This design comes from an exercise in tuning for small area and a short achievable clock period on the open sky130 flow, not from production work.
At most, simulation tests tie the RTL to the original design; equivalence was not proved.

==> inputs of exp/delta <==
==> flow/design.v (excerpt) <==
module DSP(
input clk,
input rst,
input [15:0] dout,
output G2,
output [15:0] o
    );
reg [15:0] d0, d1, d2, d3, d4, d5, d6, d7;  
reg [18:0] s;                               
reg [3:0]  c;                               
reg [9:0]  q;                               
wire        old_ok = c[3];                  
wire [15:0] nd7    = ~(d7 & {16{old_ok}});    
wire [15:0] y      = s[18:3];
wire ap_g0;
wire ap_p0;
wire ap_g1;
wire ap_p1;
wire ap_g2;
wire ap_p2;
wire ap_g3;
wire ap_p3;
wire ap_g4;
wire ap_p4;
wire ap_g5;
wire ap_p5;
wire ap_g6;
wire ap_p6;
wire ap_g7;
wire ap_p7;
wire ap_g8;
wire ap_p8;
wire ap_g9;
wire ap_p9;
wire ap_g10;
wire ap_p10;
wire ap_g11;
wire ap_p11;
wire ap_g12;
wire ap_p12;
wire ap_g13;
wire ap_p13;
wire ap_g14;
wire ap_p14;
wire ap_g15;
wire ap_p15;
wire ap_g16;
wire ap_p16;
wire ap_g17;
wire ap_p17;
wire ap_g18;
wire ap_p18;
wire ap_g0c;
wire ap_G1;
wire ap_G2;
wire ap_P2;
wire ap_G3;
wire ap_P3;
wire ap_G4;
wire ap_P4;
wire ap_G5;
wire ap_P5;
wire ap_G6;
wire ap_P6;
wire ap_G7;
wire ap_P7;
wire ap_G8;
wire ap_P8;
wire ap_G9;
wire ap_P9;
wire ap_G10;
wire ap_G11;
wire ap_P11;
wire ap_G12;
wire ap_P12;
wire ap_G13;
wire ap_P13;
wire ap_G14;
wire ap_G15;
wire ap_P15;
wire ap_G16;
wire ap_G17;
wire ap_G18;
wire ap_G19;
wire ap_G20;
wire ap_G21;
wire ap_G22;
wire ap_G23;
wire ap_G24;
wire ap_G25;
wire ap_G26;
wire ap_G27;
wire ap_G28;
wire ap_G29;
wire ap_G30;
wire ap_s0;
wire ap_s1;
wire ap_s2;
wire ap_s3;
wire ap_s4;
wire ap_s5;
wire ap_s6;
wire ap_s7;
wire ap_s8;
wire ap_s9;
wire ap_s10;
wire ap_s11;
wire ap_s12;
wire ap_s13;
wire ap_s14;
wire ap_s15;
wire ap_s16;
wire ap_s17;
wire ap_s18;
wire as_g0;
wire as_p0;
wire as_g1;
wire as_p1;
wire as_g2;
wire as_p2;
wire as_g3;
wire as_p3;
wire as_g4;
wire as_p4;
wire as_g5;
wire as_p5;
wire as_g6;
wire as_p6;
wire as_g7;
wire as_p7;
wire as_g8;
wire as_p8;
wire as_g9;
wire as_p9;
wire as_g10;
wire as_p10;
wire as_g11;
wire as_p11;
wire as_g12;
wire as_p12;
wire as_g13;
wire as_p13;
wire as_g14;
wire as_p14;
  ...
clock: 16.0 ns
lec_check: 0
cap_margin: 20
core_margin: 2
core_utilization: 40
cts_buf_list: sky130_fd_sc_hd__clkbuf_4 sky130_fd_sc_hd__clkbuf_8
slew_margin: 20
run.sh (not shown) runs the stock make flow with config.mk's settings and CLKGATE_MAP_FILE= SYNTH_SCRIPT=/design/flow/synth_recipe.tcl, a recipe that flattens the netlist after the stock synthesis.
==> exp/yarrow: changes against exp/delta <==
==> flow/flow/run.sh (new file) <==
#!/bin/bash
# Standard layout, with the port buffers made of buf_2 cells instead of the
# default choice (clkdlybuf4s50_1, a delay cell). Every port is still buffered.
set -euo pipefail
export BUFFER_PORTS_ARGS="-buffer_cell sky130_fd_sc_hd__buf_2"
bash standard.sh > standard.log 2>&1
==> flow/standard.sh (new file) <==
#!/bin/bash
# synth_recipe.tcl (not shown) runs the flow's synth.tcl, then flattens the netlist and writes it again
# the make line also repeats each setting of config.mk as NAME=value (left out here)
make -C /OpenROAD-flow-scripts/flow DESIGN_CONFIG=/design/flow/config.mk WORK_HOME=/design/flow/orfs CLKGATE_MAP_FILE= SYNTH_SCRIPT=/design/flow/synth_recipe.tcl "${@:-finish}"
removed: flow/run.sh
==> results.txt <==
exp/delta passed the timing, DRC and antenna checks. exp/yarrow produced a clean layout.
Sequential cell count is the same in exp/yarrow and exp/delta.
Synthesized cell count is the same in exp/delta and exp/yarrow.
Between exp/yarrow and exp/delta, the lower non-clock buffer count is in exp/yarrow (gap 1).
In exp/yarrow the utilization is lower than in exp/delta, by 0.84 points.
==> figures <==
| quantity | exp/delta | exp/yarrow |
|---|---|---|
| Outcome | complete, no violations | complete, no violations |
| Clock skew after layout | 9.41 ps | 14.7 ps |
| Routed metal-1 wire length | 4470 um | 4430 um |
| Period utilization | 0.328 | 0.308 |
| Destination of the worst hold path | d4[4]$_DFF_P_ | d5[12]$_DFF_P_ |
| Highest cell delay on the worst timing path | 440 ps | 430 ps |
| Layout Utilization | 0.466 | 0.458 |
| Mean routed wirelength per cell | 13.0 um | 12.8 um |
No run of this note included a check of the RTL's function; only the layout flow was run.

* * *

==> inputs of run a <==
DSP, a different RTL version from the one above (not shown whole).
Settings: LEC_CHECK=0, CAP_MARGIN=20, CORE_MARGIN=2, CORE_UTILIZATION=40, CTS_BUF_LIST=sky130_fd_sc_hd__clkbuf_4 sky130_fd_sc_hd__clkbuf_8, SLEW_MARGIN=20; clock period 16.0 ns.
standard.sh (not shown) runs the stock make flow with config.mk's settings and CLKGATE_MAP_FILE= SYNTH_SCRIPT=/design/flow/synth_recipe.tcl, a recipe that flattens the netlist after the stock synthesis.
==> flow/flow/run.sh <==
#!/bin/bash
# Standard layout (bash standard.sh: the standard flow's own synthesis and ORFS steps), with
# two changes:
# - the port buffers are buf_2 cells instead of the default choice
#   (clkdlybuf4s50_1, a delay cell); every port is still buffered;
# - timing repair aims for 11.7 ns of setup slack at the design's clock period,
#   so the resizer speeds up the critical paths instead of stopping once the
#   16 ns period is met.
# The full output of the layout goes to standard.log.
set -euo pipefail
export BUFFER_PORTS_ARGS="-buffer_cell sky130_fd_sc_hd__buf_2"
export SETUP_SLACK_MARGIN=11.7
bash standard.sh > standard.log 2>&1
==> run b (differences from run a) <==
--- a/flow/design.v
+++ b/flow/design.v
@@ -75,35 +75,49 @@
 wire ap_G8;
 wire ap_P8;
 wire ap_G9;
 wire ap_P9;
 wire ap_G10;
 wire ap_G11;
-wire ap_P11;
 wire ap_G12;
 wire ap_P12;
 wire ap_G13;
 wire ap_P13;
 wire ap_G14;
+wire ap_P14;
 wire ap_G15;
 wire ap_P15;
 wire ap_G16;
+wire ap_P16;
 wire ap_G17;
+wire ap_P17;
 wire ap_G18;
+wire ap_P18;
 wire ap_G19;
 wire ap_G20;
 wire ap_G21;
 wire ap_G22;
 wire ap_G23;
+wire ap_P23;
 wire ap_G24;
+wire ap_P24;
 wire ap_G25;
+wire ap_P25;
 wire ap_G26;
+wire ap_P26;
 wire ap_G27;
 wire ap_G28;
 wire ap_G29;
 wire ap_G30;
+wire ap_G31;
+wire ap_G32;
+wire ap_G33;
+wire ap_G34;
+wire ap_G35;
+wire ap_G36;
+wire ap_G37;
 wire ap_s0;
 wire ap_s1;
 wire ap_s2;
 wire ap_s3;
 wire ap_s4;
 wire ap_s5;
@@ -453,56 +467,70 @@
 assign ap_G7 = ap_g13 | (ap_p13 & ap_g12);
 assign ap_P7 = ap_p13 & ap_p12;
 assign ap_G8 = ap_g15 | (ap_p15 & ap_g14);
 assign ap_P8 = ap_p15 & ap_p14;
 assign ap_G9 = ap_g17 | (ap_p17 & ap_g16);
 assign ap_P9 = ap_p17 & ap_p16;
-assign ap_G10 = ap_G2 | (ap_P2 & ap_G1);
-assign ap_G11 = ap_G4 | (ap_P4 & ap_G3);
-assign ap_P11 = ap_P4 & ap_P3;
-assign ap_G12 = ap_G6 | (ap_P6 & ap_G5);
-assign ap_P12 = ap_P6 & ap_P5;
-assign ap_G13 = ap_G8 | (ap_P8 & ap_G7);
-assign ap_P13 = ap_P8 & ap_P7;
-assign ap_G14 = ap_G11 | (ap_P11 & ap_G10);
-assign ap_G15 = ap_G13 | (ap_P13 & ap_G12);
-assign ap_P15 = ap_P13 & ap_P12;
-assign ap_G16 = ap_G15 | (ap_P15 & ap_G14);
-assign ap_G17 = ap_G12 | (ap_P12 & ap_G14);
-assign ap_G18 = ap_G3 | (ap_P3 & ap_G10);
-assign ap_G19 = ap_G5 | (ap_P5 & ap_G14);
-assign ap_G20 = ap_G7 | (ap_P7 & ap_G17);
-assign ap_G21 = ap_G9 | (ap_P9 & ap_G16);
-assign ap_G22 = ap_g2 | (ap_p2 & ap_G1);
-assign ap_G23 = ap_g4 | (ap_p4 & ap_G10);
-assign ap_G24 = ap_g6 | (ap_p6 & ap_G18);
-assign ap_G25 = ap_g8 | (ap_p8 & ap_G14);
-assign ap_G26 = ap_g10 | (ap_p10 & ap_G19);
-assign ap_G27 = ap_g12 | (ap_p12 & ap_G17);
-assign ap_G28 = ap_g14 | (ap_p14 & ap_G20);
-assign ap_G29 = ap_g16 | (ap_p16 & ap_G16);
-assign ap_G30 = ap_g18 | (ap_p18 & ap_G21);
+assign ap_G10 = ap_g2 | (ap_p2 & ap_G1);
+assign ap_G11 = ap_G2 | (ap_P2 & ap_G1);
+assign ap_G12 = ap_g6 | (ap_p6 & ap_G3);
+assign ap_P12 = ap_p6 & ap_P3;
+assign ap_G13 = ap_G4 | (ap_P4 & ap_G3);
+assign ap_P13 = ap_P4 & ap_P3;
+assign ap_G14 = ap_g10 | (ap_p10 & ap_G5);
+assign ap_P14 = ap_p10 & ap_P5;
+assign ap_G15 = ap_G6 | (ap_P6 & ap_G5);
+assign ap_P15 = ap_P6 & ap_P5;
+assign ap_G16 = ap_g14 | (ap_p14 & ap_G7);
+assign ap_P16 = ap_p14 & ap_P7;
+assign ap_G17 = ap_G8 | (ap_P8 & ap_G7);
+assign ap_P17 = ap_P8 & ap_P7;
+assign ap_G18 = ap_g18 | (ap_p18 & ap_G9);
+assign ap_P18 = ap_p18 & ap_P9;
+assign ap_G19 = ap_g4 | (ap_p4 & ap_G11);
+assign ap_G20 = ap_G3 | (ap_P3 & ap_G11);
+assign ap_G21 = ap_G12 | (ap_P12 & ap_G11);
+assign ap_G22 = ap_G13 | (ap_P13 & ap_G11);
+assign ap_G23 = ap_g12 | (ap_p12 & ap_G15);
+assign ap_P23 = ap_p12 & ap_P15;
+assign ap_G24 = ap_G7 | (ap_P7 & ap_G15);
+assign ap_P24 = ap_P7 & ap_P15;
+assign ap_G25 = ap_G16 | (ap_P16 & ap_G15);
+assign ap_P25 = ap_P16 & ap_P15;
+assign ap_G26 = ap_G17 | (ap_P17 & ap_G15);
+assign ap_P26 = ap_P17 & ap_P15;
+assign ap_G27 = ap_g8 | (ap_p8 & ap_G22);
+assign ap_G28 = ap_G5 | (ap_P5 & ap_G22);
+assign ap_G29 = ap_G14 | (ap_P14 & ap_G22);
+assign ap_G30 = ap_G15 | (ap_P15 & ap_G22);
+assign ap_G31 = ap_G23 | (ap_P23 & ap_G22);
+assign ap_G32 = ap_G24 | (ap_P24 & ap_G22);
+assign ap_G33 = ap_G25 | (ap_P25 & ap_G22);
+assign ap_G34 = ap_G26 | (ap_P26 & ap_G22);
+assign ap_G35 = ap_g16 | (ap_p16 & ap_G34);
+assign ap_G36 = ap_G9 | (ap_P9 & ap_G34);
+assign ap_G37 = ap_G18 | (ap_P18 & ap_G34);
 assign ap_s0 = ap_p0 ^ 1'b1;
 assign ap_s1 = ap_p1 ^ ap_g0c;
 assign ap_s2 = ap_p2 ^ ap_G1;
-assign ap_s3 = ap_p3 ^ ap_G22;
-assign ap_s4 = ap_p4 ^ ap_G10;
-assign ap_s5 = ap_p5 ^ ap_G23;
-assign ap_s6 = ap_p6 ^ ap_G18;
-assign ap_s7 = ap_p7 ^ ap_G24;
-assign ap_s8 = ap_p8 ^ ap_G14;
-assign ap_s9 = ap_p9 ^ ap_G25;
-assign ap_s10 = ap_p10 ^ ap_G19;
-assign ap_s11 = ap_p11 ^ ap_G26;
-assign ap_s12 = ap_p12 ^ ap_G17;
-assign ap_s13 = ap_p13 ^ ap_G27;
-assign ap_s14 = ap_p14 ^ ap_G20;
-assign ap_s15 = ap_p15 ^ ap_G28;
-assign ap_s16 = ap_p16 ^ ap_G16;
-assign ap_s17 = ap_p17 ^ ap_G29;
-assign ap_s18 = ap_p18 ^ ap_G21;
+assign ap_s3 = ap_p3 ^ ap_G10;
+assign ap_s4 = ap_p4 ^ ap_G11;
+assign ap_s5 = ap_p5 ^ ap_G19;
+assign ap_s6 = ap_p6 ^ ap_G20;
+assign ap_s7 = ap_p7 ^ ap_G21;
+assign ap_s8 = ap_p8 ^ ap_G22;
+assign ap_s9 = ap_p9 ^ ap_G27;
+assign ap_s10 = ap_p10 ^ ap_G28;
+assign ap_s11 = ap_p11 ^ ap_G29;
+assign ap_s12 = ap_p12 ^ ap_G30;
+assign ap_s13 = ap_p13 ^ ap_G31;
+assign ap_s14 = ap_p14 ^ ap_G32;
+assign ap_s15 = ap_p15 ^ ap_G33;
+assign ap_s16 = ap_p16 ^ ap_G34;
+assign ap_s17 = ap_p17 ^ ap_G35;
+assign ap_s18 = ap_p18 ^ ap_G36;
 assign p = {ap_s18, ap_s17, ap_s16, ap_s15, ap_s14, ap_s13, ap_s12, ap_s11, ap_s10, ap_s9, ap_s8, ap_s7, ap_s6, ap_s5, ap_s4, ap_s3, ap_s2, ap_s1, ap_s0};
 assign ab0__g0 = p[0] & dout[0];
 assign ab0__p0 = p[0] ^ dout[0];
 assign ab0__g1 = p[1] & dout[1];
 assign ab0__p1 = p[1] ^ dout[1];
 assign ab0__g2 = p[2] & dout[2];
==> flow/flow/run.sh (replaced) <==
#!/bin/bash
# Standard layout (bash standard.sh: the standard flow's own synthesis and ORFS steps), with
# two changes:
# - the port buffers are buf_2 cells instead of the default choice
#   (clkdlybuf4s50_1, a delay cell); every port is still buffered;
# - timing repair aims for 11.7 ns of setup slack at the design's clock period,
#   so the resizer speeds up the critical paths instead of stopping once the
#   16 ns period is met;
# - clock tree synthesis inserts no dummy loads.
# The full output of the layout goes to standard.log.
set -euo pipefail
export BUFFER_PORTS_ARGS="-buffer_cell sky130_fd_sc_hd__buf_2"
export SETUP_SLACK_MARGIN=11.7
export CTS_ARGS="-sink_clustering_enable -repair_clock_nets -buf_list {sky130_fd_sc_hd__clkbuf_4 sky130_fd_sc_hd__clkbuf_8} -dont_use_dummy_load"
bash standard.sh > standard.log 2>&1
==> flow/config.mk (replaced) <==
export PLATFORM = sky130hd
export DESIGN_NAME = DSP
export DESIGN_NICKNAME = DSP
export VERILOG_FILES = /design/flow/design.v
export SDC_FILE = /design/flow/constraint.sdc
export NUM_CORES = 4
export LEC_CHECK = 0
export CAP_MARGIN = 20
export CORE_MARGIN = 2
export CORE_UTILIZATION = 60
export CTS_BUF_LIST = sky130_fd_sc_hd__clkbuf_4 sky130_fd_sc_hd__clkbuf_8
export SLEW_MARGIN = 20
==> run c (differences from run a) <==
--- a/flow/design.v
+++ b/flow/design.v
@@ -75,35 +75,49 @@
 wire ap_G8;
 wire ap_P8;
 wire ap_G9;
 wire ap_P9;
 wire ap_G10;
 wire ap_G11;
-wire ap_P11;
 wire ap_G12;
 wire ap_P12;
 wire ap_G13;
 wire ap_P13;
 wire ap_G14;
+wire ap_P14;
 wire ap_G15;
 wire ap_P15;
 wire ap_G16;
+wire ap_P16;
 wire ap_G17;
+wire ap_P17;
 wire ap_G18;
+wire ap_P18;
 wire ap_G19;
 wire ap_G20;
 wire ap_G21;
 wire ap_G22;
 wire ap_G23;
+wire ap_P23;
 wire ap_G24;
+wire ap_P24;
 wire ap_G25;
+wire ap_P25;
 wire ap_G26;
+wire ap_P26;
 wire ap_G27;
 wire ap_G28;
 wire ap_G29;
 wire ap_G30;
+wire ap_G31;
+wire ap_G32;
+wire ap_G33;
+wire ap_G34;
+wire ap_G35;
+wire ap_G36;
+wire ap_G37;
 wire ap_s0;
 wire ap_s1;
 wire ap_s2;
 wire ap_s3;
 wire ap_s4;
 wire ap_s5;
@@ -453,56 +467,70 @@
 assign ap_G7 = ap_g13 | (ap_p13 & ap_g12);
 assign ap_P7 = ap_p13 & ap_p12;
 assign ap_G8 = ap_g15 | (ap_p15 & ap_g14);
 assign ap_P8 = ap_p15 & ap_p14;
 assign ap_G9 = ap_g17 | (ap_p17 & ap_g16);
 assign ap_P9 = ap_p17 & ap_p16;
-assign ap_G10 = ap_G2 | (ap_P2 & ap_G1);
-assign ap_G11 = ap_G4 | (ap_P4 & ap_G3);
-assign ap_P11 = ap_P4 & ap_P3;
-assign ap_G12 = ap_G6 | (ap_P6 & ap_G5);
-assign ap_P12 = ap_P6 & ap_P5;
-assign ap_G13 = ap_G8 | (ap_P8 & ap_G7);
-assign ap_P13 = ap_P8 & ap_P7;
-assign ap_G14 = ap_G11 | (ap_P11 & ap_G10);
-assign ap_G15 = ap_G13 | (ap_P13 & ap_G12);
-assign ap_P15 = ap_P13 & ap_P12;
-assign ap_G16 = ap_G15 | (ap_P15 & ap_G14);
-assign ap_G17 = ap_G12 | (ap_P12 & ap_G14);
-assign ap_G18 = ap_G3 | (ap_P3 & ap_G10);
-assign ap_G19 = ap_G5 | (ap_P5 & ap_G14);
-assign ap_G20 = ap_G7 | (ap_P7 & ap_G17);
-assign ap_G21 = ap_G9 | (ap_P9 & ap_G16);
-assign ap_G22 = ap_g2 | (ap_p2 & ap_G1);
-assign ap_G23 = ap_g4 | (ap_p4 & ap_G10);
-assign ap_G24 = ap_g6 | (ap_p6 & ap_G18);
-assign ap_G25 = ap_g8 | (ap_p8 & ap_G14);
-assign ap_G26 = ap_g10 | (ap_p10 & ap_G19);
-assign ap_G27 = ap_g12 | (ap_p12 & ap_G17);
-assign ap_G28 = ap_g14 | (ap_p14 & ap_G20);
-assign ap_G29 = ap_g16 | (ap_p16 & ap_G16);
-assign ap_G30 = ap_g18 | (ap_p18 & ap_G21);
+assign ap_G10 = ap_g2 | (ap_p2 & ap_G1);
+assign ap_G11 = ap_G2 | (ap_P2 & ap_G1);
+assign ap_G12 = ap_g6 | (ap_p6 & ap_G3);
+assign ap_P12 = ap_p6 & ap_P3;
+assign ap_G13 = ap_G4 | (ap_P4 & ap_G3);
+assign ap_P13 = ap_P4 & ap_P3;
+assign ap_G14 = ap_g10 | (ap_p10 & ap_G5);
+assign ap_P14 = ap_p10 & ap_P5;
+assign ap_G15 = ap_G6 | (ap_P6 & ap_G5);
+assign ap_P15 = ap_P6 & ap_P5;
+assign ap_G16 = ap_g14 | (ap_p14 & ap_G7);
+assign ap_P16 = ap_p14 & ap_P7;
+assign ap_G17 = ap_G8 | (ap_P8 & ap_G7);
+assign ap_P17 = ap_P8 & ap_P7;
+assign ap_G18 = ap_g18 | (ap_p18 & ap_G9);
+assign ap_P18 = ap_p18 & ap_P9;
+assign ap_G19 = ap_g4 | (ap_p4 & ap_G11);
+assign ap_G20 = ap_G3 | (ap_P3 & ap_G11);
+assign ap_G21 = ap_G12 | (ap_P12 & ap_G11);
+assign ap_G22 = ap_G13 | (ap_P13 & ap_G11);
+assign ap_G23 = ap_g12 | (ap_p12 & ap_G15);
+assign ap_P23 = ap_p12 & ap_P15;
+assign ap_G24 = ap_G7 | (ap_P7 & ap_G15);
+assign ap_P24 = ap_P7 & ap_P15;
+assign ap_G25 = ap_G16 | (ap_P16 & ap_G15);
+assign ap_P25 = ap_P16 & ap_P15;
+assign ap_G26 = ap_G17 | (ap_P17 & ap_G15);
+assign ap_P26 = ap_P17 & ap_P15;
+assign ap_G27 = ap_g8 | (ap_p8 & ap_G22);
+assign ap_G28 = ap_G5 | (ap_P5 & ap_G22);
+assign ap_G29 = ap_G14 | (ap_P14 & ap_G22);
+assign ap_G30 = ap_G15 | (ap_P15 & ap_G22);
+assign ap_G31 = ap_G23 | (ap_P23 & ap_G22);
+assign ap_G32 = ap_G24 | (ap_P24 & ap_G22);
+assign ap_G33 = ap_G25 | (ap_P25 & ap_G22);
+assign ap_G34 = ap_G26 | (ap_P26 & ap_G22);
+assign ap_G35 = ap_g16 | (ap_p16 & ap_G34);
+assign ap_G36 = ap_G9 | (ap_P9 & ap_G34);
+assign ap_G37 = ap_G18 | (ap_P18 & ap_G34);
 assign ap_s0 = ap_p0 ^ 1'b1;
 assign ap_s1 = ap_p1 ^ ap_g0c;
 assign ap_s2 = ap_p2 ^ ap_G1;
-assign ap_s3 = ap_p3 ^ ap_G22;
-assign ap_s4 = ap_p4 ^ ap_G10;
-assign ap_s5 = ap_p5 ^ ap_G23;
-assign ap_s6 = ap_p6 ^ ap_G18;
-assign ap_s7 = ap_p7 ^ ap_G24;
-assign ap_s8 = ap_p8 ^ ap_G14;
-assign ap_s9 = ap_p9 ^ ap_G25;
-assign ap_s10 = ap_p10 ^ ap_G19;
-assign ap_s11 = ap_p11 ^ ap_G26;
-assign ap_s12 = ap_p12 ^ ap_G17;
-assign ap_s13 = ap_p13 ^ ap_G27;
-assign ap_s14 = ap_p14 ^ ap_G20;
-assign ap_s15 = ap_p15 ^ ap_G28;
-assign ap_s16 = ap_p16 ^ ap_G16;
-assign ap_s17 = ap_p17 ^ ap_G29;
-assign ap_s18 = ap_p18 ^ ap_G21;
+assign ap_s3 = ap_p3 ^ ap_G10;
+assign ap_s4 = ap_p4 ^ ap_G11;
+assign ap_s5 = ap_p5 ^ ap_G19;
+assign ap_s6 = ap_p6 ^ ap_G20;
+assign ap_s7 = ap_p7 ^ ap_G21;
+assign ap_s8 = ap_p8 ^ ap_G22;
+assign ap_s9 = ap_p9 ^ ap_G27;
+assign ap_s10 = ap_p10 ^ ap_G28;
+assign ap_s11 = ap_p11 ^ ap_G29;
+assign ap_s12 = ap_p12 ^ ap_G30;
+assign ap_s13 = ap_p13 ^ ap_G31;
+assign ap_s14 = ap_p14 ^ ap_G32;
+assign ap_s15 = ap_p15 ^ ap_G33;
+assign ap_s16 = ap_p16 ^ ap_G34;
+assign ap_s17 = ap_p17 ^ ap_G35;
+assign ap_s18 = ap_p18 ^ ap_G36;
 assign p = {ap_s18, ap_s17, ap_s16, ap_s15, ap_s14, ap_s13, ap_s12, ap_s11, ap_s10, ap_s9, ap_s8, ap_s7, ap_s6, ap_s5, ap_s4, ap_s3, ap_s2, ap_s1, ap_s0};
 assign ab0__g0 = p[0] & dout[0];
 assign ab0__p0 = p[0] ^ dout[0];
 assign ab0__g1 = p[1] & dout[1];
 assign ab0__p1 = p[1] ^ dout[1];
 assign ab0__g2 = p[2] & dout[2];
--- a/flow/flow/run.sh
+++ b/flow/flow/run.sh
@@ -7,7 +7,8 @@
 #   so the resizer speeds up the critical paths instead of stopping once the
 #   16 ns period is met.
 # The full output of the layout goes to standard.log.
 set -euo pipefail
 export BUFFER_PORTS_ARGS="-buffer_cell sky130_fd_sc_hd__buf_2"
 export SETUP_SLACK_MARGIN=11.7
+export CTS_ARGS="-sink_clustering_enable -repair_clock_nets -buf_list {sky130_fd_sc_hd__clkbuf_4 sky130_fd_sc_hd__clkbuf_8} -dont_use_dummy_load -sink_clustering_size 30 -sink_buffer_max_cap_derate 0.5"
 bash standard.sh > standard.log 2>&1
==> qor summary <==
Combined area of all synthesized cells: run c 6040 µm²; run a 6050 µm²; run b 6040 µm²
Unrepaired setup endpoints after global routing: run c false; run a true; run b true
Gr usage total: run c 0.124; run a 0.128; run b 0.190
Utilization of the core after routing: run c 0.463; run a 0.475; run b 0.688
Non-clock buffering overhead in the final layout: run c 0.0288; run a 0.0297; run b 0.0301
Cell with the largest stage delay on the worst path: run c sky130_fd_sc_hd__dfxtp_2; run a sky130_fd_sc_hd__fa_2; run b sky130_fd_sc_hd__fa_2
Worst Clk Skew: run c 0.0189 ns; run a 0.00886 ns; run b 0.0325 ns
Global-route wire length before repair: run c 15.4 mm; run a 16.0 mm; run b 15.8 mm
Filler cells: run c 1359; run a 1357; run b 766
Detailed Place HPWL: run c 6.89 mm; run a 6.80 mm; run b 6.80 mm
# rows: run c 44; run a 44; run b 36
Status: run c timing/DRC/antenna clean; run a timing/DRC/antenna clean; run b timing/DRC/antenna clean
Layout buffer count excluding clock buffers: run c 35; run a 36; run b 36
Vias per cell: run c 4.70; run a 4.64; run b 5.03
For run a, only the layout was checked, not whether the RTL still works.

==> separate check: timing with driven ports <==
The results above use ideal ports. As a check the final layouts listed here were re-extracted and re-timed, cells and wires unchanged. Step 1 (the two cells are an assumption about what drives the block):
set clk [get_ports {clk}]
set_driving_cell -lib_cell sky130_fd_sc_hd__clkbuf_16 $clk
set_driving_cell -lib_cell sky130_fd_sc_hd__buf_2 [delete_from_list [all_inputs] $clk]
Step 2 adds t to the input delays and takes it off the output delays; t is the mean of the earliest and latest rising clock arrival at the registers after step 1. Input paths then give back, and output paths get back, about the clock's delay inside the block. Slacks: ideal ports / drivers / drivers and shift; pairs: ideal ports / drivers.
run | t, ns | setup WS [ns] | worst setup path after step 2
exp/delta | 0.478 | 10.753 / 10.768 / 10.289 | input to register
exp/yarrow | 0.468 | 11.071 / 11.091 / 10.623 | input to register
run a | 0.478 | 11.803 / 11.818 / 11.340 | input to register
run b | 0.465 | 11.781 / 11.792 / 11.328 | input to register
run c | 0.609 | 11.779 / 11.745 / 11.349 | input to register
After both steps every run listed still meets setup and hold. The setup slack of exp/delta, which loses most, moves by +0.015 ns with the drivers and by -0.464 ns with both steps.
